Source: an optimization exercise on an open RTL-to-GDS flow (aim: small area). Production flows keep margins and buffers that such runs may drop. In this exercise RTL edits were held to simulation tests only and were not proved equivalent to the original. Power is estimated from default activity; no workload was simulated.

===== flow/config.mk =====
export PLATFORM = sky130hd
export DESIGN_NAME = VGA_Display
export DESIGN_NICKNAME = VGA_Display
export VERILOG_FILES = /design/flow/design.v
export SDC_FILE = /design/flow/constraint.sdc
export NUM_CORES = 4
export LEC_CHECK = 0
export CAP_MARGIN = 20
export CORE_MARGIN = 2
export CORE_UTILIZATION = 60
export SLEW_MARGIN = 20

===== flow/design.v =====
`timescale 1ns / 1ps
module VGA_pixel(
	input [9:0] X, input [9:0] Y,           
	input [9:0] nBx, input [9:0] nBy,       
	input [8:0] nP1, input [8:0] nP2,       
	input [19:0] CBlocks,                   
	input [2:0] CBall, input flag,
	input switch, input game_clk,
	output R_temp, output G_temp, output B_temp,
	output reg [2:0] CBall_n, output reg flag_n,
	output reg [19:0] CBlocks_n,
	output [1:0] ai_ctl
	);
function [10:0] sub11n;
	input [9:0] a, nb;
	reg c; integer i;
	begin
		c = 1'b1;
		for (i = 0; i < 10; i = i + 1) begin
			sub11n[i] = a[i] ^ nb[i] ^ c;
			c = (a[i] & nb[i]) | (a[i] & c) | (nb[i] & c);
		end
		sub11n[10] = ~c;
	end
endfunction
function ltU;                     
	input [9:0] a, b;
	integer i;
	begin
		ltU = 1'b0;
		for (i = 0; i < 10; i = i + 1)
			ltU = (~a[i] & b[i]) | (~(a[i] ^ b[i]) & ltU);
	end
endfunction
function geC;                     
	input [10:0] x, k;
	integer i;
	begin
		geC = 1'b1;
		for (i = 0; i < 11; i = i + 1)
			geC = k[i] ? (x[i] & geC) : (x[i] | geC);
	end
endfunction
function leC;                     
	input [10:0] x, k;
	integer i;
	begin
		leC = 1'b1;
		for (i = 0; i < 11; i = i + 1)
			leC = k[i] ? (~x[i] | leC) : (~x[i] & leC);
	end
endfunction
function inS;                     
	input [10:0] d, lo, hi;
	inS = geC(d ^ 11'h400, lo ^ 11'h400) & leC(d ^ 11'h400, hi ^ 11'h400);
endfunction
wire [9:0] nPx1 = {nP1, 1'b0};          
wire [9:0] nPx2 = {nP2, 1'b0};
wire active = (leC({1'b0, X}, 11'd629)) && (leC({1'b0, Y}, 11'd479));
wire [10:0] dP1 = sub11n(X, nPx1);
wire [10:0] dP2 = sub11n(X, nPx2);
wire [10:0] dBX = sub11n(X, nBx);
wire [10:0] dBY = sub11n(Y, nBy);
wire signed [10:0] sP1 = dP1, sP2 = dP2, sBX = dBX, sBY = dBY;
wire RightBorder = (geC({1'b0, X}, 11'd610) && leC({1'b0, X}, 11'd630));
wire LeftBorder = (leC({1'b0, X}, 11'd20));
wire TopBorder = (leC({1'b0, Y}, 11'd20));
wire border_Rico = RightBorder | LeftBorder | TopBorder;
wire border = RightBorder | LeftBorder;
wire paddle_P1 = inS(dP1, -11'sd60, 11'sd60) && (geC({1'b0, Y}, 11'd460) && leC({1'b0, Y}, 11'd479));
wire paddle_P2 = inS(dP2, -11'sd60, 11'sd60) && (leC({1'b0, Y}, 11'd19));
wire paddle_P1_left  = inS(dP1, -11'sd60, -11'sd20);
wire paddle_P1_right = inS(dP1, 11'sd20, 11'sd60);
wire paddle_P2_left  = inS(dP2, -11'sd60, -11'sd20);
wire paddle_P2_right = inS(dP2, 11'sd20, 11'sd60);
wire ball = inS(dBX, 11'sd0, 11'sd20) && inS(dBY, 11'sd0, 11'sd20);
wire ball_reset = leC({1'b0, nBy}, 11'd492);      
wire xMid = (sBX == 11'sd10);          
wire yMid = (sBY == 11'sd10);          
wire ball_top_2 = xMid && (sBY == -11'sd5);
wire ball_bot_2 = xMid && (sBY == 11'sd25);
wire ball_right_2 = (sBX == 11'sd25) && yMid;
wire ball_left_2 = (sBX == -11'sd5) && yMid;
wire ball_all_2 = ball_top_2 | ball_left_2 | ball_right_2 | ball_bot_2;
wire yb1 = (geC({1'b0, Y}, 11'd30)) && (leC({1'b0, Y}, 11'd90));
wire yb3 = (geC({1'b0, Y}, 11'd100)) && (leC({1'b0, Y}, 11'd150));
wire yb5 = (geC({1'b0, Y}, 11'd200)) && (leC({1'b0, Y}, 11'd250));
wire yb6 = (geC({1'b0, Y}, 11'd260)) && (leC({1'b0, Y}, 11'd310));
wire xOff = (geC({1'b0, X}, 11'd640)) && (leC({1'b0, X}, 11'd700));
wire xA = (geC({1'b0, X}, 11'd30)) && (leC({1'b0, X}, 11'd90));
wire xB = (geC({1'b0, X}, 11'd100)) && (leC({1'b0, X}, 11'd160));
wire xC = (geC({1'b0, X}, 11'd520)) && (leC({1'b0, X}, 11'd580));
wire x220 = (geC({1'b0, X}, 11'd220)), x305 = (geC({1'b0, X}, 11'd305)), x450 = (geC({1'b0, X}, 11'd450));
wire le285 = (leC({1'b0, X}, 11'd285)), le620 = (leC({1'b0, X}, 11'd620)), le380 = (leC({1'b0, X}, 11'd380));
wire le510 = (leC({1'b0, X}, 11'd510)), le630 = (leC({1'b0, X}, 11'd630));
wire [19:0] bx;
assign bx[0]  = ~CBlocks[0] & xA;
assign bx[1]  = ~CBlocks[1] & xB;
assign bx[2]  = ~CBlocks[2] & xA;
assign bx[3]  = ~CBlocks[3] & xB;
assign bx[4]  = ~CBlocks[4] & xA;
assign bx[5]  = ~CBlocks[5] & xB;
assign bx[6]  = ~CBlocks[6] & xA;
assign bx[7]  = ~CBlocks[7] & xB;
assign bx[8]  = ~CBlocks[8] & x220 & (CBlocks[9] ? le620 : le285);
assign bx[9]  = ~CBlocks[9] & x305 & le380;
assign bx[10] = ~CBlocks[10] & x220 & (CBlocks[11] ? le620 : le285);
assign bx[11] = ~CBlocks[11] & x305 & le380;
assign bx[12] = ~CBlocks[12] & x450 & (CBlocks[13] ? le630 : le510);
assign bx[13] = ~CBlocks[13] & xC;
assign bx[14] = ~CBlocks[14] & x450 & (CBlocks[15] ? le630 : le510);
assign bx[15] = ~CBlocks[15] & xC;
assign bx[16] = ~CBlocks[16] & x450 & (CBlocks[17] ? le630 : le510);
assign bx[17] = ~CBlocks[17] & xC;
assign bx[18] = ~CBlocks[18] & x450 & (CBlocks[19] ? le630 : le510);
assign bx[19] = ~CBlocks[19] & xC;
wire [19:0] yb = {yb6, yb6, yb5, yb5, yb3, yb3, yb1, yb1, yb3, yb3, yb1, yb1, yb6, yb6, yb5, yb5, yb3, yb3, yb1, yb1};
wire [19:0] blk = bx & yb;
wire Blocks = |blk;
wire offBlk = xOff & ((yb1 & (CBlocks[0] | CBlocks[1] | CBlocks[13])) |
                      (yb3 & (CBlocks[2] | CBlocks[3] | CBlocks[15])) |
                      (yb5 & (CBlocks[4] | CBlocks[5] | CBlocks[17])) |
                      (yb6 & (CBlocks[6] | CBlocks[7] | CBlocks[19])));
wire Rocks = ((geC({1'b0, Y}, 11'd30) && leC({1'b0, Y}, 11'd150)) || (geC({1'b0, Y}, 11'd200) && leC({1'b0, Y}, 11'd310))) &&
             ((geC({1'b0, X}, 11'd170) && leC({1'b0, X}, 11'd200)) || (geC({1'b0, X}, 11'd400) && leC({1'b0, X}, 11'd430)));
wire ANYTHING = switch ? (paddle_P1 | border_Rico | Rocks) : (paddle_P1 | border | paddle_P2);
assign ai_ctl = geC({1'b0, nBy}, 11'd724) ? {ltU(nBx, nPx2), ltU(nPx2, nBx)} : 2'd0;
always @(*) begin
	CBall_n = CBall; flag_n = flag;
	if (game_clk) begin CBall_n = 3'd7; flag_n = 1'b0; end
	else if (ANYTHING && ball_top_2 && !flag && !border) begin
		flag_n = 1'b1;
		CBall_n = (paddle_P1_left || paddle_P1_right) ? 3'd2 : 3'd1;
	end
	else if (ANYTHING && ball_bot_2 && !flag && !border) begin
		flag_n = 1'b1;
		CBall_n = (paddle_P2_left || paddle_P2_right) ? 3'd4 : 3'd3;
	end
	else if (ANYTHING && ball_left_2 && !flag && !paddle_P1 && !paddle_P2) begin
		CBall_n = 3'd5; flag_n = 1'b1;
	end
	else if (ANYTHING && ball_right_2 && !flag && !paddle_P1 && !paddle_P2) begin
		CBall_n = 3'd6; flag_n = 1'b1;
	end
	else if (ball_reset) CBall_n = 3'd0;
end
wire [19:0] hit = blk & {20{ball_all_2}};
wire [19:0] first_hit = hit & ~{4'b0, hit[10], hit[10], hit[8], hit[8], 12'b0};
wire clr = ball_reset & ~(ball_all_2 & (Blocks | offBlk));
always @(*) CBlocks_n = {20{~clr}} & (CBlocks | first_hit);
wire pong = border | paddle_P1 | paddle_P2 | ball;
wire ricochet = border_Rico | paddle_P1 | ball | Blocks;
assign R_temp = switch ? (ricochet ^ border_Rico ^ Blocks) & active : (pong ^ paddle_P1) & active;
assign B_temp = switch ? (ricochet ^ Blocks ^ ball ^ Rocks) & active : (pong ^ paddle_P2 ^ ball) & active;
assign G_temp = switch ? (ricochet ^ border_Rico ^ ball ^ Rocks) & active : (pong ^ ball) & active;
endmodule
`timescale 1ns / 1ps
module jstk1_class(input b2, input [3:0] bc, input [2:0] s, input m, output reg [2:0] n);
wire p = s[2];
wire [1:0] xy = s[1:0];
wire [7:0] c39 = 8'b00100111, c144 = 8'b10010000, c225 = 8'b11100001, c233 = 8'b11101001;
wire [2:0] ix = 3'd0 - bc[2:0];    
reg c;
always @(*)
	case (xy)
		2'd0: c = c39[ix];
		2'd1: c = c144[ix];
		2'd2: c = c225[ix];
		default: c = c233[ix];
	endcase
wire above = m & ~c;
reg [1:0] dcls;
always @(*)
	case (xy)
		2'd0: dcls = above ? 2'd1 : 2'd0;
		2'd1: dcls = above ? 2'd2 : 2'd1;
		2'd2: dcls = (above & (bc != 4'd4)) ? 2'd3 : 2'd2;
		default: dcls = above ? 2'd2 : 2'd3;
	endcase
wire [1:0] cls = p ? ((xy == 2'd0) ? 2'd1 : (xy == 2'd1) ? 2'd2 : 2'd3) : xy;
always @(*) begin
	n = s;
	if (!b2) begin
		if (bc == 4'd1) n = {1'b1, m, 1'b0};
		else if (p & (bc == 4'd2) & (xy == 2'd2)) n = {1'b1, m, ~m};
		else if (p & (bc == 4'd5) & (xy == 2'd2)) n = {1'b1, 1'b1, m};
		else if (p & (m != c)) n = {1'b0, dcls};
	end
	else if (!bc[3]) n = m ? {2'b10, cls != 2'd0} : {1'b0, cls[1] & cls[0], ~cls[1] | cls[0]};
	else n = s[2] ? {1'b0, m | s[0], 1'b0} : (m ? {1'b0, s[1:0]} : 3'b001);
end
endmodule
module jstk2_class(input b2, input [3:0] bc, input [2:0] s, input m, output reg [2:0] n);
wire [7:0] c39 = 8'b00100111, c144 = 8'b10010000;
wire c = s[1] ? c144[4'd8 - bc] : c39[4'd8 - bc];
wire u = s[2], g = s[1], e = s[0];
wire A = ~g | (~e & ~u);
wire B = g | e;
always @(*) begin
  if (!b2) begin
    if (bc == 4'd1) n = {1'b0, m, 1'b1};
    else n = {u | (e & g & m & ~c), g | (e & ~g & m & ~c), e & ~(m ^ c)};
  end else if (!bc[3]) n = {1'b0, m, m ? B : A};
  else n = {1'b0, g & (m | e), ~g & (~m | e)};
end
endmodule
`timescale 1ns / 1ps
module VGA_Display(input clk, input left, input left_2, input rst, input switch, input AI_switch,
						 output [2:0] R, output [2:0] G, output [1:0] B, output vga_out_vsync, output vga_out_hsync,
						 output reg flag, output [6:0] OUT, output[3:0] EN,
						 input MISO, output SS, output MOSI, output SCLK,
						 input MISO_P2, output SS_P2, output MOSI_P2, output SCLK_P2 ,output test,
						 input fast);
function [15:0] inc16;            
	input [15:0] x;
	reg c; integer i;
	begin
		c = 1'b1;
		for (i = 0; i < 16; i = i + 1) begin
			inc16[i] = x[i] ^ c;
			c = x[i] & c;
		end
	end
endfunction
function [9:0] add10;             
	input [9:0] a, b;
	reg c; integer i;
	begin
		c = 1'b0;
		for (i = 0; i < 10; i = i + 1) begin
			add10[i] = a[i] ^ b[i] ^ c;
			c = (a[i] & b[i]) | (a[i] & c) | (b[i] & c);
		end
	end
endfunction
function geC;                     
	input [9:0] x, k;
	integer i;
	begin
		geC = 1'b1;
		for (i = 0; i < 10; i = i + 1)
			geC = k[i] ? (x[i] & geC) : (x[i] | geC);
	end
endfunction
function leC;                     
	input [9:0] x, k;
	integer i;
	begin
		leC = 1'b1;
		for (i = 0; i < 10; i = i + 1)
			leC = k[i] ? (~x[i] | leC) : (~x[i] & leC);
	end
endfunction
reg [9:0] X, Y;
wire H_MAX = X[9] & X[8] & X[4] & X[2] & X[0];   
wire V_MAX = Y[9] & Y[3] & Y[1] & Y[0];          
always @(posedge clk or posedge rst)
	if (rst) X <= 10'd0;
	else if (H_MAX) X <= 10'd0;
	else X <= inc16({6'd0, X});
always @(posedge clk or posedge rst)
	if (rst) Y <= 10'd0;
	else if (H_MAX) Y <= V_MAX ? 10'd0 : inc16({6'd0, Y});
assign vga_out_hsync = ~(geC(X, 10'd646) && leC(X, 10'd741));
assign vga_out_vsync = ~(geC(Y, 10'd491) && leC(Y, 10'd493));
reg [5:0] gl;
reg [9:0] gh;
wire game_clk = fast ? ((|gh) | (&gl))
                     : ((gh == 10'd400) & gl[4] & gl[2] & gl[1]);
always @(posedge clk or posedge rst)
	if (rst) begin gl <= 6'd0; gh <= 10'd0; end
	else if (game_clk) begin gl <= 6'd0; gh <= 10'd0; end
	else begin
		gl <= inc16({10'd0, gl});
		if (&gl) gh <= {gh[8:0], ~(gh[9] ^ gh[6])};
	end
reg [6:0] pl;
reg [8:0] ph;
wire temp_clk = fast ? ((|ph) | (pl[6] & (pl[5] | pl[4] | (&pl[3:0]))))
                     : ((ph == 9'd380) & pl[6] & pl[5] & pl[2] & pl[1]);
always @(posedge clk or posedge rst)
	if (rst) begin pl <= 7'd0; ph <= 9'd0; end
	else if (temp_clk) begin pl <= 7'd0; ph <= 9'd0; end
	else begin
		pl <= inc16({9'd0, pl});
		if (&pl) ph <= {ph[7:0], ~(ph[8] ^ ph[4])};
	end
wire ball_clk = switch ? temp_clk : game_clk;
reg [15:0] rcnt;
reg sndRec;
wire rc_end = (rcnt == 16'd38023);
always @(posedge clk or posedge rst)
	if (rst) begin rcnt <= 16'd0; sndRec <= 1'b0; end
	else if (rc_end) begin rcnt <= 16'd0; sndRec <= ~sndRec; end
	else rcnt <= {rcnt[14:0], ~(rcnt[15] ^ rcnt[14] ^ rcnt[12] ^ rcnt[3])};
reg [7:0] scnt;
reg SCK;
wire sc_end = (scnt == 8'd76);
wire sRise = sc_end & ~SCK;
wire sFall = sc_end & SCK;
always @(posedge clk or posedge rst)
	if (rst) begin scnt <= 8'd0; SCK <= 1'b0; end
	else if (sc_end) begin scnt <= 8'd0; SCK <= ~SCK; end
	else scnt <= {scnt[6:0], ~(scnt[7] ^ scnt[5] ^ scnt[4] ^ scnt[3])};
localparam M_IDLE = 2'd0, M_INIT = 2'd1, M_RXTX = 2'd2, M_DONE = 2'd3;
reg [1:0] mState;
reg [3:0] bitCount;
reg mosiL;             
wire CE = (mState == M_RXTX) & (|bitCount);
wire BUSY = mState[1] | ((mState == M_IDLE) & bitCount[3]);
localparam C_IDLE = 3'd0, C_INIT = 3'd1, C_WAIT = 3'd2, C_CHECK = 3'd3, C_DONE = 3'd4;
reg [2:0] cState;
reg [2:0] byteCnt;     
reg getByte, SSr;
wire sndNZ = ~SSr;
always @(posedge clk or posedge rst)
	if (rst) begin
		bitCount <= 4'd0; mState <= M_IDLE; mosiL <= 1'b0;
	end
	else if (sFall) begin
		case (mState)
			M_IDLE: begin
				bitCount <= 4'd0; mosiL <= sndNZ;
				mState <= getByte ? M_INIT : M_IDLE;
			end
			M_INIT: begin
				bitCount <= 4'd0; mState <= M_RXTX;
			end
			M_RXTX: begin
				bitCount <= inc16({12'd0, bitCount});
				mState <= (bitCount == 4'd8) ? M_DONE : M_RXTX;
			end
			M_DONE: begin
				bitCount <= 4'd8; mState <= M_IDLE; mosiL <= 1'b0;
			end
		endcase
	end
always @(posedge clk or posedge rst)
	if (rst) begin
		SSr <= 1'b1; getByte <= 1'b0; cState <= C_IDLE;
	end
	else if (sFall) begin
		case (cState)
			C_IDLE: begin
				SSr <= 1'b1; getByte <= 1'b0;
				cState <= sndRec ? C_INIT : C_IDLE;
			end
			C_INIT: begin
				SSr <= 1'b0; getByte <= 1'b1;
				if (BUSY) cState <= C_WAIT;
			end
			C_WAIT: begin
				SSr <= 1'b0; getByte <= 1'b0;
				if (!BUSY) cState <= C_CHECK;
			end
			C_CHECK: begin
				SSr <= 1'b0; getByte <= 1'b0;
				cState <= (byteCnt == 3'd5) ? C_DONE : C_INIT;
			end
			C_DONE: begin
				SSr <= 1'b1; getByte <= 1'b0;
				if (!sndRec) cState <= C_IDLE;
			end
			default: cState <= C_IDLE;
		endcase
	end
always @(posedge clk)
	if (sFall) begin
		if (cState == C_IDLE) byteCnt <= 3'd0;
		else if ((cState == C_INIT) & BUSY) byteCnt <= inc16({13'd0, byteCnt});
	end
assign SS = SSr;
assign SS_P2 = SSr;
assign SCLK = CE & SCK;
assign SCLK_P2 = CE & SCK;
wire m_first = (mState == M_IDLE) | (mState == M_INIT) |
               ((mState == M_RXTX) & (bitCount[3:1] == 3'd0));
wire m_rx = (mState == M_RXTX);
assign MOSI    = mosiL & (m_first | (m_rx & (bitCount == 4'd7)));
assign MOSI_P2 = mosiL & (m_first | (m_rx & (bitCount == 4'd8)));
wire shiftIn = sRise & m_rx & CE;
wire jUpd = shiftIn & ((byteCnt == 3'd1) | ((byteCnt == 3'd2) & (bitCount[3] | (bitCount == 4'd7))));
reg [2:0] j1s, j2s;       
wire [2:0] j1n, j2n;
jstk1_class jc1(.b2(byteCnt[1]), .bc(bitCount), .s(j1s), .m(MISO), .n(j1n));
jstk2_class jc2(.b2(byteCnt[1]), .bc(bitCount), .s(j2s), .m(MISO_P2), .n(j2n));
reg [1:0] j1c, j2c;       
always @(posedge clk)       
	if (jUpd) begin
		j1s <= j1n;
		j2s <= j2n;
	end
always @(posedge clk or posedge rst)
	if (rst) begin j1c <= 2'd1; j2c <= 2'd1; end
	else if (sFall & (cState == C_DONE)) begin j1c <= j1s[1:0]; j2c <= j2s[1:0]; end
assign test = (j1c == 2'd3);
wire [1:0] controls_P1 = (j1c == 2'd3) ? 2'd0 : j1c;
wire [1:0] left_P2 = j2c;
reg [8:0] nP1, nP2;
reg [9:0] nBx, nBy;
reg vxOne, vxNeg, vxThree;    
reg vyNeg, vyTwo;             
reg [2:0] CBall;
wire [1:0] ai_ctl;
wire [1:0] controls_P2 = AI_switch ? ai_ctl : left_P2;
wire p1mv = controls_P1[0] ? leC({1'b0, nP1}, 10'd471) : (controls_P1[1] & geC({1'b0, nP1}, 10'd237));
wire p2mv = controls_P2[0] ? leC({1'b0, nP2}, 10'd471) : (controls_P2[1] & geC({1'b0, nP2}, 10'd237));
wire [9:0] p1nx = add10({1'b0, nP1}, {{9{~controls_P1[0]}}, 1'b1});
wire [9:0] p2nx = add10({1'b0, nP2}, {{9{~controls_P2[0]}}, 1'b1});
always @(posedge clk or posedge rst)
	if (rst) begin nP1 <= ~9'd147; nP2 <= ~9'd147; end
	else if (game_clk) begin
		if (p1mv) nP1 <= p1nx[8:0];
		if (p2mv) nP2 <= p2nx[8:0];
	end
wire vx23 = ~vxOne & ~vxNeg;    
wire [9:0] nVx10 = {{8{~vxNeg}}, vxOne ? 2'b11 : (vxNeg ? (vxThree ? 2'b11 : 2'b10) : (vxThree ? 2'b01 : 2'b10))};
wire [9:0] nVy10 = {{8{~vyNeg}}, vyTwo | ~vyNeg, ~vyTwo};
always @(posedge clk or posedge rst)
	if (rst) begin
		nBx <= ~10'd295; nBy <= ~10'd240;
		vxOne <= 1'b1; vxNeg <= 1'b0; vxThree <= 1'b0; vyNeg <= 1'b1; vyTwo <= 1'b0;
	end
	else if (ball_clk) begin
		case (CBall)
			3'd0: begin
				nBx <= ~10'd295; nBy <= ~10'd240;
				vxOne <= 1'b1; vxNeg <= 1'b0; vxThree <= 1'b0; vyNeg <= 1'b1; vyTwo <= 1'b0;
			end
			3'd1, 3'd2, 3'd3, 3'd4: begin
				vyNeg <= CBall[1] & CBall[0] | CBall[2];
				vyTwo <= CBall[0];
				vxOne <= 1'b0; vxNeg <= ~vx23; vxThree <= ~CBall[0];
			end
			3'd5: begin    
				vxThree <= vxNeg & vxThree; vxNeg <= 1'b0; vxOne <= 1'b0;
			end
			3'd6: begin    
				vxThree <= ~vxNeg & vxThree & ~vxOne; vxNeg <= 1'b1; vxOne <= 1'b0;
			end
			3'd7: begin
				nBx <= add10(nBx, nVx10); nBy <= add10(nBy, nVy10);
			end
		endcase
	end
reg [19:0] CBlocks;
wire R_temp, G_temp, B_temp;
wire [2:0] CBall_n;
wire flag_n;
wire [19:0] CBlocks_n;
VGA_pixel pix(.X(X), .Y(Y), .nBx(nBx), .nBy(nBy), .nP1(nP1), .nP2(nP2), .CBlocks(CBlocks),
	.CBall(CBall), .flag(flag), .switch(switch), .game_clk(game_clk),
	.R_temp(R_temp), .G_temp(G_temp), .B_temp(B_temp),
	.CBall_n(CBall_n), .flag_n(flag_n), .CBlocks_n(CBlocks_n), .ai_ctl(ai_ctl));
always @(posedge clk or posedge rst)
	if (rst) begin CBall <= 3'd7; flag <= 1'b0; CBlocks <= 20'd0; end
	else begin CBall <= CBall_n; flag <= flag_n; CBlocks <= CBlocks_n; end
assign R = {3{R_temp}};
assign G = {3{G_temp}};
assign B = {2{B_temp}};
wire sc1 = geC(nBy, 10'd1021) && leC(nBy, 10'd1022);    
wire sc2 = geC(nBy, 10'd541) && leC(nBy, 10'd543);      
reg sc1_d, sc2_d;
reg [3:0] d0, d1, d2, d3;
wire f1 = sc1_d & ~sc1;
wire f2 = sc2_d & ~sc2;
always @(posedge clk or posedge rst)
	if (rst) begin sc1_d <= 1'b0; sc2_d <= 1'b0; d0 <= 4'd0; d1 <= 4'd0; d2 <= 4'd0; d3 <= 4'd0; end
	else begin
		sc1_d <= sc1; sc2_d <= sc2;
		if (f1) begin
			d0 <= (d0 == 4'd9) ? 4'd0 : inc16({12'd0, d0});
			if (d0 == 4'd9) d1 <= (d1 == 4'd9) ? 4'd0 : inc16({12'd0, d1});
		end
		if (f2) begin
			d2 <= (d2 == 4'd9) ? 4'd0 : inc16({12'd0, d2});
			if (d2 == 4'd9) d3 <= (d3 == 4'd9) ? 4'd0 : inc16({12'd0, d3});
		end
	end
reg [1:0] shown;
reg [3:0] dsp;
wire [1:0] sel = {shown[1] ^ shown[0], ~shown[0]};
always @(posedge clk or posedge rst)
	if (rst) begin shown <= 2'd3; dsp <= 4'd15; end
	else if (ball_clk) begin
		shown <= sel;
		case (sel)
			2'd0: dsp <= d3;
			2'd1: dsp <= d2;
			2'd2: dsp <= d1;
			2'd3: dsp <= d0;
		endcase
	end
wire blank = &dsp;
assign EN = blank ? 4'b1111 : ~(4'b1000 >> shown);
reg [6:0] seg;
always @(*)
	case (dsp)
		4'd0: seg = 7'b0000001;
		4'd1: seg = 7'b1001111;
		4'd2: seg = 7'b0010010;
		4'd3: seg = 7'b0000110;
		4'd4: seg = 7'b1001100;
		4'd5: seg = 7'b0100100;
		4'd6: seg = 7'b0100000;
		4'd7: seg = 7'b0001111;
		4'd8: seg = 7'b0000000;
		4'd9: seg = 7'b0000100;
		default: seg = 7'b1111111;
	endcase
assign OUT = seg;
endmodule

===== flow/flow/run.sh =====
#!/bin/bash
# Layout flow: the standard ORFS flow, with changes that only affect
# cell choice:
#  - ABC restructures the logic for fewer nodes (&deepsyn, 2 minutes) and
#    maps it with an area-oriented script (flow/abc_area.script)
#    instead of ORFS's delay-oriented one (registers are mapped before ABC
#    and are untouched by it);
#  - adders are left to ABC (no full/half-adder cell extraction before it);
#  - the input/output port buffers are buf_1 cells;
#  - clock tree synthesis uses clkbuf_8 and adds no dummy loads.
# Each tool's output goes to a log file in this folder.
set -euo pipefail
WORK=$(pwd)
rm -rf "$WORK/scripts_local"
cp -r "$FLOW_HOME/scripts" "$WORK/scripts_local"
cp "$WORK/flow/abc_area.script" "$WORK/scripts_local/abc_speed.script"
bash "$WORK/standard.sh" SCRIPTS_DIR="$WORK/scripts_local" ADDER_MAP_FILE= \
	BUFFER_PORTS_ARGS="-buffer_cell sky130_fd_sc_hd__buf_1" \
	CTS_ARGS="-sink_clustering_enable -repair_clock_nets -dont_use_dummy_load -buf_list sky130_fd_sc_hd__clkbuf_8" finish > "$WORK/flow_make.log" 2>&1

===== flow/constraint.sdc =====
create_clock -name core_clock -period 10.0 [get_ports {clk}]
set_input_delay 2.0000 -clock core_clock [delete_from_list [all_inputs] [get_ports {clk}]]
set_output_delay 2.0000 -clock core_clock [all_outputs]
set_load 0.01 [all_outputs]

===== flow/flow/abc_area.script =====
strash
&get -n
&fraig -x
&put
scorr
dc2
strash
&get -n
&deepsyn -T 120
&put
strash
&get -n
&dch -f
&nf -R 1000 -p
&put

===== flow/standard.sh =====
#!/bin/bash
# synth_recipe.tcl (not shown) runs the flow's synth.tcl, then flattens the netlist and writes it again
# the make line also repeats each setting of config.mk as NAME=value (left out here)
make -C /OpenROAD-flow-scripts/flow DESIGN_CONFIG=/design/flow/config.mk WORK_HOME=/design/flow/orfs CLKGATE_MAP_FILE= SYNTH_SCRIPT=/design/flow/synth_recipe.tcl "${@:-finish}"

==> key figures, run 1 <==
Place
  • Dpl cells: 1524
  • Post-DP Area: approximately 0.012 mm^2
  • Dpl hpwl: ~17 mm
  • RD Place Congestion: ~0.91
  • Port Buffers: 35

Synth
  • Ys async rst share: between 90 and 100%
  • Post-synthesis sequential area ratio: 44.2%
  • Yosys reg bits: roughly 190
  • Synth cell types: a little under 70
  • Syn Area/Cell: ~8.8 um^2
  • Mapped Area: around 0.011 mm^2
  • Synth warn: 4
  • Main synth FF type: dfrtp_1
  • Synth Instances: about 1.3k
  • Syn nets: 1285
  • Post-synth EDFFs: 9

STA
  • Slew Limit Fails: 0
  • Tcrit/Tclk final: between 70% and 80%
  • Setup TNS: 0 ns
  • Worst-Margin Slew: 0.981 ns
  • Relative slew slack: between 30% and 40%
  • Min Tclk post-route: roughly 7 ns
  • Fmax: 0.142 GHz
  • Setup Viol. Count Final: 0
  • Worst Clk Skew: ~0.03 ns
  • Final Hold Fails: 0
  • RSZ-0062 raised after global routing: false

Routing
  • First-pass DRT Iterations: 5
  • Wirelength, routed: between 20 and 25 mm
  • DR DRC count: 0
  • WL/cell: approximately 16 um
  • Vias per cell: ~6.1
  • Iteration-0 DRC Markers: approximately 740
  • Total number of vias: approximately 9.5k
  • Post-route ant nets: 0

Final layout
  • Ant. Diodes: 0
  • Commonest non-fill, non-tap cell in the layout: nor2_1
  • Final #Nets: about 1.3k
  • Filler cells: around 1.6k
  • Area growth syn-to-layout: 5.31%
  • Layout Cell Area excl Fill: roughly 0.012 mm^2
  • Fin util: between 60% and 70%
  • Commonest cells after routing, fill and taps aside: 154 x nor2_1, 150 x dfrtp_1, 142 x nand2_1, 100 x o21ai_0, 84 x a21oi_1
  • Register area: slightly below 0.005 mm^2
  • Post-route insts no fill: 1541
  • Layout cell share with drive strength beyond 1: 4.95%
  • Area of the multi-input gates: 0.00600 mm^2

Floorplanning
  • Die area: roughly 0.020 mm^2
  • Initial Util: 61.7%
  • Placeable Area: between 0.015 and 0.02 mm^2
  • Io pins: 38
  • Die Wd: ~140 um
  • Num rows: between 40 and 50
  • Die Span Y: about 140 um

Critical path
  • FF-to-FF Start: X[1]$_DFF_PP0_
  • Worst Setup End Kind: output pin
  • Startpoint Class: register
  • Cells on worst reg2reg path: 22
  • Crit Reg-Reg Endpoint: CBall[2]$_DFFE_PP1P_
  • Worst EP required: 8.00 ns
  • Reg-to-reg slack, setup: 4.51 ns
  • CP arrival: between 5 and 6 ns
  • Crit path to: G[1]
  • Crit Path Class: reg -> out
  • Critical path origin: X[1]$_DFF_PP0_
  • Peak fanout along the critical path: 13

Global route
  • Tot GR Track Use: between 20 and 30%
  • Largest net degree at the start of global routing: 129
  • Vias in the first global route: 8738
  • GR Overflow Total: 0
  • Initial antenna violation count: 0
  • First-pass GRT wire length: approximately 42 mm

Power and ir drop
  • Worst vdd ir: around 0.11 mV
  • Pleak: 0.00475 uW
  • Overall power consumption: 2020 uW
  • Pwr per Cell Area: around 170 mW/mm^2

Clocking
  • Hold-fix buffers, CTS: 0
  • TritonCTS clock tree: built
  • Clk sinks: between 150 and 200
  • Skew-Pair Late Insertion Delay: 0.47 ns
  • Clk slew on worst S/H paths: 0.10 ns
  • CTS buffer count: 17
  • Root buffer cell: clkbuf_8
  • Clock buffer depth: 2
  • PostCTS Resize Cnt: 0
  • CTS H-Tree Depth: 4
  • Post-CTS Setup Bufs: 0

Run status
  • Status: timing/DRC/antenna clean

Flow run
  • Number of max-cap violations: 0

Min path
  • Hold Crit Class: reg -> reg
==> Yosys cell counts, types with 5 or more instances <==
| cell type | count | share of area, % |
|---|---|---|
| nand2b_1 | 31 | 1.7 |
| xor2_1 | 29 | 2.3 |
| nor3b_1 | 8 | 0.54 |
| buf_1 | 13 | 0.44 |
| and2_0 | 21 | 1.2 |
| dfstp_2 | 35 | 8.2 |
| o21bai_1 | 5 | 0.34 |
| nand3_1 | 32 | 1.4 |
| nor4_1 | 17 | 0.95 |
| clkinv_1 | 35 | 1.2 |
| a22o_1 | 21 | 1.6 |
| nand2_1 | 142 | 4.8 |
| dfrtp_1 | 150 | 34 |
| edfxtp_1 | 9 | 2.4 |
| a221oi_1 | 6 | 0.47 |
| a21oi_1 | 84 | 3.8 |
| nor2_1 | 154 | 5.2 |
| or3_1 | 16 | 0.89 |
| and3_1 | 26 | 1.5 |
| a21o_1 | 7 | 0.47 |
| mux2i_1 | 8 | 0.72 |
| buf_4 | 10 | 0.67 |
| o211ai_1 | 13 | 0.87 |
| o21ai_0 | 101 | 4.5 |
| or2_0 | 10 | 0.56 |
| o31ai_1 | 6 | 0.40 |
| o22ai_1 | 15 | 0.84 |
| nor2b_1 | 15 | 0.84 |
| nand4_1 | 13 | 0.73 |
| o21a_1 | 17 | 1.1 |
| xnor2_1 | 67 | 5.2 |
| a22oi_1 | 6 | 0.40 |
| nor3_1 | 57 | 2.5 |
| a211oi_1 | 9 | 0.60 |
| a31oi_1 | 20 | 1.1 |
==> power by group <==
group / total (uW) / internal, uW / switching (uW)
registers: 1080 / 914 / 167
logic: 542 / 241 / 301
clock network: 393 / 151 / 243
==> area by class of cell <==
| type | count | area share (%) |
|---|---|---|
| multi-input cells | 1024 | 50.9 |
| flip-flops and latches | 194 | 41.9 |
| well taps | 229 | 2.43 |
| clock buffers | 17 | 1.98 |
| repair buffers | 42 | 1.56 |
| inverters | 35 | 1.18 |
==> state kept, by name, summed over array words and instances, names as in the netlist, 10 cells and up <==
register,cells
CBlocks,20
X,10
Y,10
gh,10
nBx,10
nBy,10
rcnt,16
==> worst max-delay path: stages (launching register included) <==
cell	delay, ns
dfrtp_1	0.60
and2_0	0.46
o21a_1	0.20
nand3_1	0.10
nand2_1	0.15
o21ai_0	0.09
nand2_1	0.14
nand2_1	0.09
nand2_1	0.15
and3_1	0.19
nor2_1	0.07
a211oi_1	0.35
nor2_1	0.09
a2111oi_0	0.54
nor2_1	0.13
nor2_1	0.24
or2_0	0.19
nor3_1	0.09
nor2_1	0.17
o21ai_0	0.10
a21oi_1	0.28
buf_1	0.19
==> logic make-up after synthesis <==
logic type	Yosys count	share of synthesized area (%)
buffers and inverters	58	2.28
AOI/OAI and AO/OA	358	20.5
adders and majority gates	1	0.0894
muxes	15	1.82
DFF	194	44.2
xor gates and xnor gates	96	7.51
and+or+nand+nor	554	23.7
==> per-layer routing <==
| metal | wire (um) | GRT usage [%] | vias to the layer above |
|---|---|---|---|
| li1 | - | - | 4728 |
| met1 | 11700 | 36.8 | 4493 |
| met2 | 11300 | 40.7 | 205 |
| met3 | 1030 | 4.14 | 31 |
| met4 | 497 | 8.42 | 0 |
| met5 | 0 | 0 | - |
==> how the worst min path moves through the flow <==
stage	end	depth (start not counted)	startpoint	slack, ns
after floorplan	rcnt[6]$_DFF_PP0_	1	rcnt[5]$_DFF_PP0_	0.42
after global placement	scnt[1]$_DFF_PP0_	0	scnt[0]$_DFF_PP0_	0.36
after detailed placement	rcnt[6]$_DFF_PP0_	0	rcnt[5]$_DFF_PP0_	0.35
after CTS	scnt[2]$_DFF_PP0_	0	scnt[1]$_DFF_PP0_	0.37
after global routing	scnt[2]$_DFF_PP0_	0	scnt[1]$_DFF_PP0_	0.36
final	scnt[2]$_DFF_PP0_	0	scnt[1]$_DFF_PP0_	0.37
==> stage by stage <==
| step | hold WS [ns] | worst slack (ns) |
|---|---|---|
| floorplan | 0.421 | 4.33 |
| global placement | 0.361 | 3.53 |
| detailed placement | 0.355 | 3.48 |
| CTS | 0.371 | 2.96 |
| global route | 0.363 | 2.39 |
| finish | 0.373 | 2.96 |
==> run 2, diff against run 1 <==
--- a/flow/flow/run.sh
+++ b/flow/flow/run.sh
@@ -17,3 +17,3 @@
 bash "$WORK/standard.sh" SCRIPTS_DIR="$WORK/scripts_local" ADDER_MAP_FILE= \
 	BUFFER_PORTS_ARGS="-buffer_cell sky130_fd_sc_hd__buf_1" \
-	CTS_ARGS="-sink_clustering_enable -repair_clock_nets -dont_use_dummy_load -buf_list sky130_fd_sc_hd__clkbuf_8" finish > "$WORK/flow_make.log" 2>&1
+	CTS_ARGS="-sink_clustering_enable -repair_clock_nets -dont_use_dummy_load -buf_list \"sky130_fd_sc_hd__clkbuf_8 sky130_fd_sc_hd__clkbuf_16\"" finish > "$WORK/flow_make.log" 2>&1
--- a/flow/config.mk
+++ b/flow/config.mk
@@ -8,4 +8,4 @@
 export CAP_MARGIN = 20
 export CORE_MARGIN = 2
-export CORE_UTILIZATION = 60
+export CORE_UTILIZATION = 40
 export SLEW_MARGIN = 20
==> run 2 against run 1 <==
Against the previous run:
- synthesized area rose by 0.19%
- the run now fails in 4_1_cts
- synthesized cell count rose by 0.16%
==> key figures, run 2 <==
Run status
  • Status: stopped before the end
  • Last stage reached: 4_1_cts
  • Error message: [ERROR STA-0564] clock_tree_synthesis positional arguments not supported.

Synth
  • Yosys reg bits: 194
  • Post-synth top area share: between 30% and 40%
  • Ys async rst share: between 90% and 100%
  • Synth warn: 4
  • Main synth FF type: dfrtp_1
  • Syn nets: between 1k and 1.5k
  • Synth Instances: around 1.3k
  • Synth area leader: dfrtp_1
  • Synth area leaders: dfrtp_1 33%, dfstp_2 8.2%, nor2_1 5.2%
  • Top cells by count, synth: 156 x nor2_1, 150 x dfrtp_1, 128 x nand2_1
  • Post-synthesis sequential area ratio: between 40% and 50%
  • Post-synth EDFFs: 9
  • Synth cell types: 70
  • Mapped Area: between 0.01 and 0.015 mm^2
  • Top-count cell post-synth: nor2_1
  • Syn Area/Cell: approximately 8.8 um^2

Place
  • Port Buffers: 35
  • RD Place Congestion: about 0.86
  • Dpl hpwl: roughly 18 mm

Floorplanning
  • Die Span Y: ~170 um
  • Initial Util: around two fifths
  • Num rows: 61
  • Die Wd: 171 um
  • Io pins: 38
[run 2: how the worst max path moves through the flow]
stage / startpoint / end / slack [ns] / cells past startpoint
after detailed placement: X[2]$_DFF_PP0_ / G[2] / 3.57 / 18
after global placement: X[2]$_DFF_PP0_ / G[1] / 3.67 / 18
after floorplan: X[4]$_DFF_PP0_ / G[0] / 4.34 / 18
[run 2: power groups by stage]
stage / combinational, uW / clock (uW) / sequential, uW
after global placement: 453 / 0 / 1030
after floorplan: 369 / 0 / 995
after detailed placement: 464 / 0 / 1040
[run 2: metrics by stage]
stage          cell area, um^2  utilization (%)  hold slack, ns  std cells  worst slack, ns
3_3_place_gp             11800             42.4           0.359       1674             3.67
3_5_place_dp             11800             42.4           0.364       1674             3.57
2_1_floorplan            11200                -           0.423       1278             4.34
[run 2: kinds of logic after synthesis]
family,Yosys count,synth area share [%]
AO/OA/AOI/OAI,374,20.9
XOR/XNOR,84,6.56
buffers and inverters,55,2.18
flip-flops,194,44.1
multiplexers,17,2.05
AND/OR/NAND/NOR,554,24.2
==> run 3, diff against run 2 <==
--- a/flow/flow/run.sh
+++ b/flow/flow/run.sh
@@ -17,3 +17,3 @@
 bash "$WORK/standard.sh" SCRIPTS_DIR="$WORK/scripts_local" ADDER_MAP_FILE= \
 	BUFFER_PORTS_ARGS="-buffer_cell sky130_fd_sc_hd__buf_1" \
-	CTS_ARGS="-sink_clustering_enable -repair_clock_nets -dont_use_dummy_load -buf_list \"sky130_fd_sc_hd__clkbuf_8 sky130_fd_sc_hd__clkbuf_16\"" finish > "$WORK/flow_make.log" 2>&1
+	CTS_ARGS="-sink_clustering_enable -repair_clock_nets -dont_use_dummy_load -buf_list {sky130_fd_sc_hd__clkbuf_8 sky130_fd_sc_hd__clkbuf_16}" finish > "$WORK/flow_make.log" 2>&1
==> run 3 against run 2 <==
Against the previous run:
- now clean on timing, DRC and antenna
- synthesized area is the same
- synthesized cell count unchanged
==> key figures, run 3 <==
Critical path
  • Slowest cell on crit path: dfrtp_1
  • Critical path cell sequence: nor2_1 > o221ai_1 > o21ai_0 > nand3_1 > o21ai_0 > a31oi_1 > o21ai_0 > a21oi_1 > o21ai_0 > xnor2_1 > nand4_1 > a211oi_1 > clkinv_1 > a31oi_1 > nor2b_1 > a211oi_1 > nor2_1 > buf_1
  • Max incr delay on CP: roughly 0.85 ns
  • Startpoint Class: register
  • Most used cell, CP: o21ai_0
  • Worst Setup End Kind: output pin
  • Crit Path Class: reg -> out
  • CP arrival: 4.96 ns
  • Peak fanout along the critical path: 25
  • Worst Path Buf+Inv: 2
  • Worst EP required: approximately 8 ns
  • Worst path top cell family by delay: compound AO/OA/AOI/OAI gates

Synth
  • Top-count cell post-synth: nor2_1
  • Synth warn: 4
  • Ys async rst share: approximately 95%
  • Post-synthesis sequential area ratio: 44.1%
  • Main synth FF type: dfrtp_1
  • Syn nets: approximately 1.3k
  • Synth Instances: roughly 1.3k
  • Syn Area/Cell: about 8.8 um^2
  • Post-synth top area share: around a third
  • Synth cell types: 70
  • Synth area leader: dfrtp_1
  • Synth area leaders: dfrtp_1 33%, dfstp_2 8.2%, nor2_1 5.2%
  • Mapped Area: 0.0112 mm^2
  • Top cells by count, synth: 156 x nor2_1, 150 x dfrtp_1, 128 x nand2_1
  • Post-synth EDFFs: 9
  • Yosys reg bits: between 150 and 200

Min path
  • Hold Crit Class: reg -> reg

Place
  • RD Place Congestion: 0.859
  • Port Buffers: 35
  • Post-DP Area: around 0.012 mm^2
  • Dpl hpwl: 18.3 mm

Clocking
  • CTS buffer count: 17
  • Clk sinks: 194
  • PostCTS Resize Cnt: 0
  • Hold-fix buffers, CTS: 0
  • TritonCTS clock tree: built
  • CTS H-Tree Depth: 4
  • Root buffer cell: clkbuf_16
  • Clock buffer depth: 2
  • Clk slew on worst S/H paths: approximately 0.07 ns
  • Skew-Pair Late Insertion Delay: around 0.44 ns
  • Post-CTS Setup Bufs: 0

STA
  • Final Hold Fails: 0
  • Worst-Margin Slew: 1.08 ns
  • Setup TNS: 0 ns
  • Relative slew slack: 27.8%
  • Tcrit/Tclk final: between 60 and 70%
  • WHS: 0.361 ns
  • Min Tclk post-route: slightly below 7 ns
  • Worst Clk Skew: around 0.029 ns
  • Slew Limit Fails: 0
  • Setup Viol. Count Final: 0
  • RSZ-0062 raised after global routing: false
  • Fmax: 0.144 GHz

Routing
  • Post-route ant nets: 0
  • First-pass DRT Iterations: 4
  • WL/cell: between 15 and 20 um
  • DR DRC count: 0
  • Vias per cell: roughly 5.6
  • Wirelength, routed: 25.9 mm
  • Iteration-0 DRC Markers: about 700
  • Total number of vias: roughly 9.5k

Floorplanning
  • Placeable Area: 0.0277 mm^2
  • Num rows: 61
  • Initial Util: between 40% and 50%
  • Die area: ~0.029 mm^2
  • Die Span Y: 171 um
  • Die Wd: around 170 um
  • Io pins: 38

Power and ir drop
  • Pwr per Cell Area: 168 mW/mm^2
  • Pleak: roughly 0.0048 uW
  • Worst vdd ir: 0.124 mV

Final layout
  • Commonest non-fill, non-tap cell in the layout: nor2_1
  • Reg with most FFs: CBlocks
  • Commonest cells after routing, fill and taps aside: 156 x nor2_1, 150 x dfrtp_1, 128 x nand2_1, 106 x o21ai_0, 105 x a21oi_1
  • Biggest regs: CBlocks: 20 flops, rcnt: 16 flops
  • Ant. Diodes: 0
  • Area growth syn-to-layout: 8.60%
  • Final #Nets: 1324
  • Layout Cell Area excl Fill: 0.0122 mm^2
  • Layout cell share with drive strength beyond 1: 4.87%
  • Max FFs per register: 20

Global route
  • GR Overflow Total: 0
  • Tot GR Track Use: between 10% and 20%
  • Vias in the first global route: between 8k and 9k
  • GR peak layer: met2
  • Met1 usage: between 20% and 30%
  • Met2 usage: about 29%
  • Initial antenna violation count: 0
  • M3 GR Usage: under 10%
  • First-pass GRT wire length: 44.4 mm
  • Largest net degree at the start of global routing: 115

Flow run
  • Number of max-cap violations: 0

Run status
  • Status: timing/DRC/antenna clean
-- run 3: kinds of logic after synthesis --
group	after synthesis	synth area share, %
buffers and inverters	55	2.18
AND/OR/NAND/NOR	554	24.2
AO/OA/AOI/OAI	374	20.9
multiplexers	17	2.05
flip-flops	194	44.1
XOR/XNOR	84	6.56
-- run 3: routing by layer --
| layer | wire (um) | share of wire [%] |
|---|---|---|
| met1 | 12700 | 49 |
| met2 | 12000 | 46 |
| met3 | 834 | 3.2 |
| met4 | 390 | 1.5 |
| met5 | 0 | 0 |
-- run 3: metrics by stage --
| step | total power, uW | utilization, % | worst slack [ns] | cells |
|---|---|---|---|---|
| 2_1_floorplan | 1360 | - | 4.34 | 1278 |
| 3_5_place_dp | 1500 | 42.4 | 3.57 | 1674 |
| 3_3_place_gp | 1490 | 42.4 | 3.67 | 1674 |
| 6_report | 2050 | 44.0 | 3.04 | 1691 |
| 5_1_grt | 2190 | 44.0 | 2.38 | 1691 |
| 4_1_cts | 2070 | 44.0 | 3.10 | 1691 |
-- run 3: cell type report --
type	instances	area (um^2)
multi-input combinational	1029	6030
timing repair buffer	41	176
sequential	194	4940
fill	2703	15500
clock buffer	17	425
tap	378	473
inverter	32	128
-- run 3: power breakdown --
group	internal, uW	leakage [uW]	switching, uW	total [uW]
clock network	297	0.000209	266	563
logic	195	0.00218	269	464
registers	889	0.00241	133	1020
-- run 3: final timing paths --
| check | cells past startpoint | startpoint | endpoint | slack [ns] |
|---|---|---|---|---|
| min reg2reg | 0 | rcnt[9]$_DFF_PP0_ | rcnt[10]$_DFF_PP0_ | 0.36 |
| max | 18 | X[2]$_DFF_PP0_ | G[1] | 3.04 |
| min in group asynchronous | 2 | rst | bitCount[1]$_DFFE_PP0P_ | 1.74 |
| min | 0 | rcnt[9]$_DFF_PP0_ | rcnt[10]$_DFF_PP0_ | 0.36 |
| max in group asynchronous | 3 | rst | d3[3]$_DFFE_PP0P_ | 6.87 |
| max reg2reg | 20 | X[1]$_DFF_PP0_ | CBall[2]$_DFFE_PP1P_ | 4.95 |
==> run 4, diff against run 3 <==
--- a/flow/flow/run.sh
+++ b/flow/flow/run.sh
@@ -17,3 +17,3 @@
 bash "$WORK/standard.sh" SCRIPTS_DIR="$WORK/scripts_local" ADDER_MAP_FILE= \
 	BUFFER_PORTS_ARGS="-buffer_cell sky130_fd_sc_hd__buf_1" \
-	CTS_ARGS="-sink_clustering_enable -repair_clock_nets -dont_use_dummy_load -buf_list {sky130_fd_sc_hd__clkbuf_8 sky130_fd_sc_hd__clkbuf_16}" finish > "$WORK/flow_make.log" 2>&1
+	CTS_ARGS="-sink_clustering_enable -repair_clock_nets -dont_use_dummy_load -buf_list {sky130_fd_sc_hd__clkbuf_4 sky130_fd_sc_hd__clkbuf_8} -sink_clustering_buffer sky130_fd_sc_hd__clkbuf_4 -sink_clustering_size 6 -sink_clustering_max_diameter 60" finish > "$WORK/flow_make.log" 2>&1
--- a/flow/config.mk
+++ b/flow/config.mk
@@ -8,4 +8,4 @@
 export CAP_MARGIN = 20
 export CORE_MARGIN = 2
-export CORE_UTILIZATION = 40
+export CORE_UTILIZATION = 60
 export SLEW_MARGIN = 20
==> run 4 against run 3 <==
Against the previous run:
- cell count down 9.6%
- clock skew is 0.0051 ns higher
- maximum frequency shrank 6.0%
- synthesized area is 0.29% lower
- largest power group unchanged
- combinational power up 27%
- clock power down 31%
- via count shrank 0.71%
- worst setup slack worse by 0.44 ns
- register-to-register slack got worse by 0.73 ns
- global-route usage grew 7.2 points
==> key figures, run 4 <==
Clocking
  • CTS buffer count: 17
  • Post-CTS Setup Bufs: 0
  • CTS H-Tree Depth: 4
  • Clk slew on worst S/H paths: around 0.090 ns
  • Skew-Pair Late Insertion Delay: between 0.4 and 0.5 ns
  • Root buffer cell: clkbuf_8
  • Hold-fix buffers, CTS: 0
  • PostCTS Resize Cnt: 0
  • Clock buffer depth: 2
  • Clk sinks: 194
  • TritonCTS clock tree: built

Routing
  • First-pass DRT Iterations: 5
  • Vias per cell: a little over 6
  • Iteration-0 DRC Markers: 573
  • DR DRC count: 0
  • WL/cell: 16.1 um
  • Wirelength, routed: 24.6 mm
  • Post-route ant nets: 0
  • Total number of vias: 9470

STA
  • WHS: about 0.38 ns
  • Tcrit/Tclk final: 74.0%
  • Worst-Margin Slew: between 1 and 1.5 ns
  • Worst Clk Skew: ~0.034 ns
  • Slew Limit Fails: 0
  • RSZ-0062 raised after global routing: false
  • Min Tclk post-route: roughly 7.4 ns
  • Setup Viol. Count Final: 0
  • Fmax: 0.135 GHz
  • Final Hold Fails: 0
  • Setup TNS: 0 ns
  • Relative slew slack: between 20% and 30%

Critical path
  • Startpoint Class: register
  • Cells on worst reg2reg path: 19
  • Peak fanout along the critical path: 22
  • Crit Path Class: reg -> out
  • Number of cells on the critical path: 17
  • Critical path cell sequence: xnor2_1 > nor2_1 > a21o_1 > maj3_1 > maj3_1 > maj3_1 > and2_0 > a221oi_1 > nand3_1 > o21ai_0 > nand3b_1 > a2111o_1 > a31oi_1 > and2_0 > a31oi_1 > xnor2_1 > buf_1
  • CP arrival: between 5 and 6 ns
  • Slowest cell on crit path: dfrtp_1
  • Max incr delay on CP: 0.80 ns
  • Worst Setup End Kind: output pin
  • Worst Path Buf+Inv: 1
  • Worst EP required: 8.00 ns
  • Most used cell, CP: maj3_1
  • Worst path top cell family by delay: compound AO/OA/AOI/OAI gates

Place
  • Dpl hpwl: 17.4 mm
  • RD Place Congestion: between 0.8 and 0.9
  • Port Buffers: 35
  • Post-DP Area: approximately 0.012 mm^2

Synth
  • Post-synth EDFFs: 9
  • Simple-Gate Fraction of Synth Area: a little under a quarter
  • Syn nets: 1274
  • Post-Synth XOR/XNOR Area: under 10%
  • Yosys reg bits: just under 200
  • Synth area leader: dfrtp_1
  • Mapped Area: between 0.01 and 0.015 mm^2
  • Synth cell types: 65
  • Top cells by count, synth: 150 x dfrtp_1, 129 x nand2_1, 128 x nor2_1
  • Synth area leaders: dfrtp_1 34%, dfstp_2 8.2%, a21oi_1 5.2%
  • Post-synth top area share: between 30% and 40%
  • Post-synthesis sequential area ratio: between 40 and 50%
  • Adder-cell share of the synthesized area: 0.537%
  • Top-count cell post-synth: dfrtp_1
  • Post-synthesis mux area share: 2.00%
  • Combinational family with the most area after synthesis: simple AND/OR/NAND/NOR gates
  • Synth Area in Compound Gates: approximately a fifth
  • Synth warn: 4
  • Main synth FF type: dfrtp_1
  • Synth Instances: about 1.3k
  • Syn Area/Cell: between 8 and 9 um^2
  • Ys async rst share: 95.4%

Global route
  • First-pass GRT wire length: between 40 and 50 mm
  • Initial antenna violation count: 0
  • Vias in the first global route: about 9k
  • GR Overflow Total: 0
  • Tot GR Track Use: 25.7%
  • Largest net degree at the start of global routing: 110

Floorplanning
  • Initial Util: about 62%
  • Io pins: 38
  • Num rows: a little under 50
  • Placeable Area: between 0.015 and 0.02 mm^2
  • Die area: 0.0197 mm^2
  • Die Wd: 141 um
  • Die Span Y: 141 um

Power and ir drop
  • Pleak: between 0.004 and 0.005 uW
  • P_int: roughly 1300 uW
  • Power share of the combinational group: ~28%
  • Sequential group share of total power: between 50% and 60%
  • Total net switching power: around 740 uW
  • Switching share of power: 35.8%
  • Pwr per Cell Area: roughly 180 mW/mm^2
  • Worst vdd ir: between 0.1 and 0.15 mV
  • Clock network power share: 19.0%

Final layout
  • Commonest non-fill, non-tap cell in the layout: dfrtp_1
  • Final #Nets: approximately 1.3k
  • Layout Cell Area excl Fill: between 0.01 and 0.015 mm^2
  • Max FFs per register: 20
  • Area growth syn-to-layout: 5.25%
  • Commonest cells after routing, fill and taps aside: 150 x dfrtp_1, 129 x nand2_1, 128 x nor2_1, 116 x a21oi_1, 97 x o21ai_0
  • Filler cells: roughly 1.6k
  • Ant. Diodes: 0
  • Biggest regs: CBlocks: 20 flops, rcnt: 16 flops
  • Reg with most FFs: CBlocks
  • Layout cell share with drive strength beyond 1: under 10%

Min path
  • Hold depth: 0
  • Hold Crit Class: reg -> reg

Flow run
  • Number of max-cap violations: 0

Run status
  • Status: timing/DRC/antenna clean
## run 4: cell types whose count changed in the layout (fill, tap and decap cells not counted), moves of 6 or more
cell / change
a21oi_1: +11
o21ai_0: -9
or3_1: +7
o31ai_1: -7
maj3_1: +6
clkbuf_16: -17
clkbuf_8: +17
nor3_1: -8
o21a_1: +6
nor2_1: -28
## run 4: cells by family after synthesis
kind of cell               after synthesis
muxes                                   17
AOI/OAI and AO/OA                      374
xor gates and xnor gates                87
and+or+nand+nor                        530
buffers and inverters                   57
adders and majority gates                6
DFF                                    194
## run 4: power by group through the flow
stage	registers, uW	clock network (uW)	logic [uW]
2_1_floorplan	1050	0	472
3_3_place_gp	1090	0	574
3_5_place_dp	1090	0	584
4_1_cts	1080	402	587
5_1_grt	1110	429	665
6_report	1080	391	588
## run 4: worst paths after layout
kind	startpoint	end	slack, ns
worst max-delay path	X[3]$_DFF_PP0_	R[0]	2.60
worst min-delay path	scnt[0]$_DFF_PP0_	scnt[1]$_DFF_PP0_	0.38
worst max register to register	X[3]$_DFF_PP0_	CBall[2]$_DFFE_PP1P_	4.22
worst min register to register	scnt[0]$_DFF_PP0_	scnt[1]$_DFF_PP0_	0.38
max in group asynchronous	rst	Y[3]$_DFFE_PP0P_	6.90
min in group asynchronous	rst	sndRec$_DFFE_PP0P_	1.66
## run 4: per-stage QoR
stage	worst slack (ns)	total power, uW	utilization [%]	instances
floorplan	3.80	1520	-	1265
global placement	3.24	1670	63.6	1512
detailed placement	3.12	1680	63.6	1512
CTS	2.62	2070	64.9	1529
global route	2.18	2200	64.9	1529
finish	2.60	2060	64.9	1529
## run 4: final cells by class
type	count	area [um^2]	share of cell area, %
multi-input cells	1014	5990	50.9
flip-flops and latches	194	4940	42.0
clock buffers	17	234	1.99
well taps	229	287	2.43
inverters	34	135	1.15
repair buffers	41	176	1.50
## run 4: per-layer routing
metal	global-route usage, %	share of wire, %	up-vias
met3	4.68	4.3	30
li1	-	-	4689
met1	36.3	49	4538
met2	41.2	45	213
met5	0	0	-
met4	7.21	2.0	0

what the ideal ports hide:
How much do the figures lean on ideal ports? The routed layouts below were timed once more, with nothing changed but the port constraints. Step 1 (the two cells are an assumption about what drives the block):
set clk [get_ports {clk}]
set_driving_cell -lib_cell sky130_fd_sc_hd__clkbuf_16 $clk
set_driving_cell -lib_cell sky130_fd_sc_hd__buf_2 [delete_from_list [all_inputs] $clk]
Step 2 also shifts input and output timing later by t, the mid clock arrival at the registers, as if the neighbouring blocks saw the same clock. a / b / c = ideal ports / drivers / drivers and shift; a / b = the first two.
run | t, ns | setup WS [ns] | worst register clock-pin slew, ns | pins driven straight from the clock port
run 1 | 0.500 | 2.964 / 2.922 / 3.422 | 0.10 / 0.10 | 1
run 3 | 0.472 | 3.040 / 2.991 / 3.463 | 0.09 / 0.09 | 1
run 4 | 0.510 | 2.598 / 2.553 / 3.063 | 0.11 / 0.11 | 1
After both steps setup and hold are still met in every run listed.
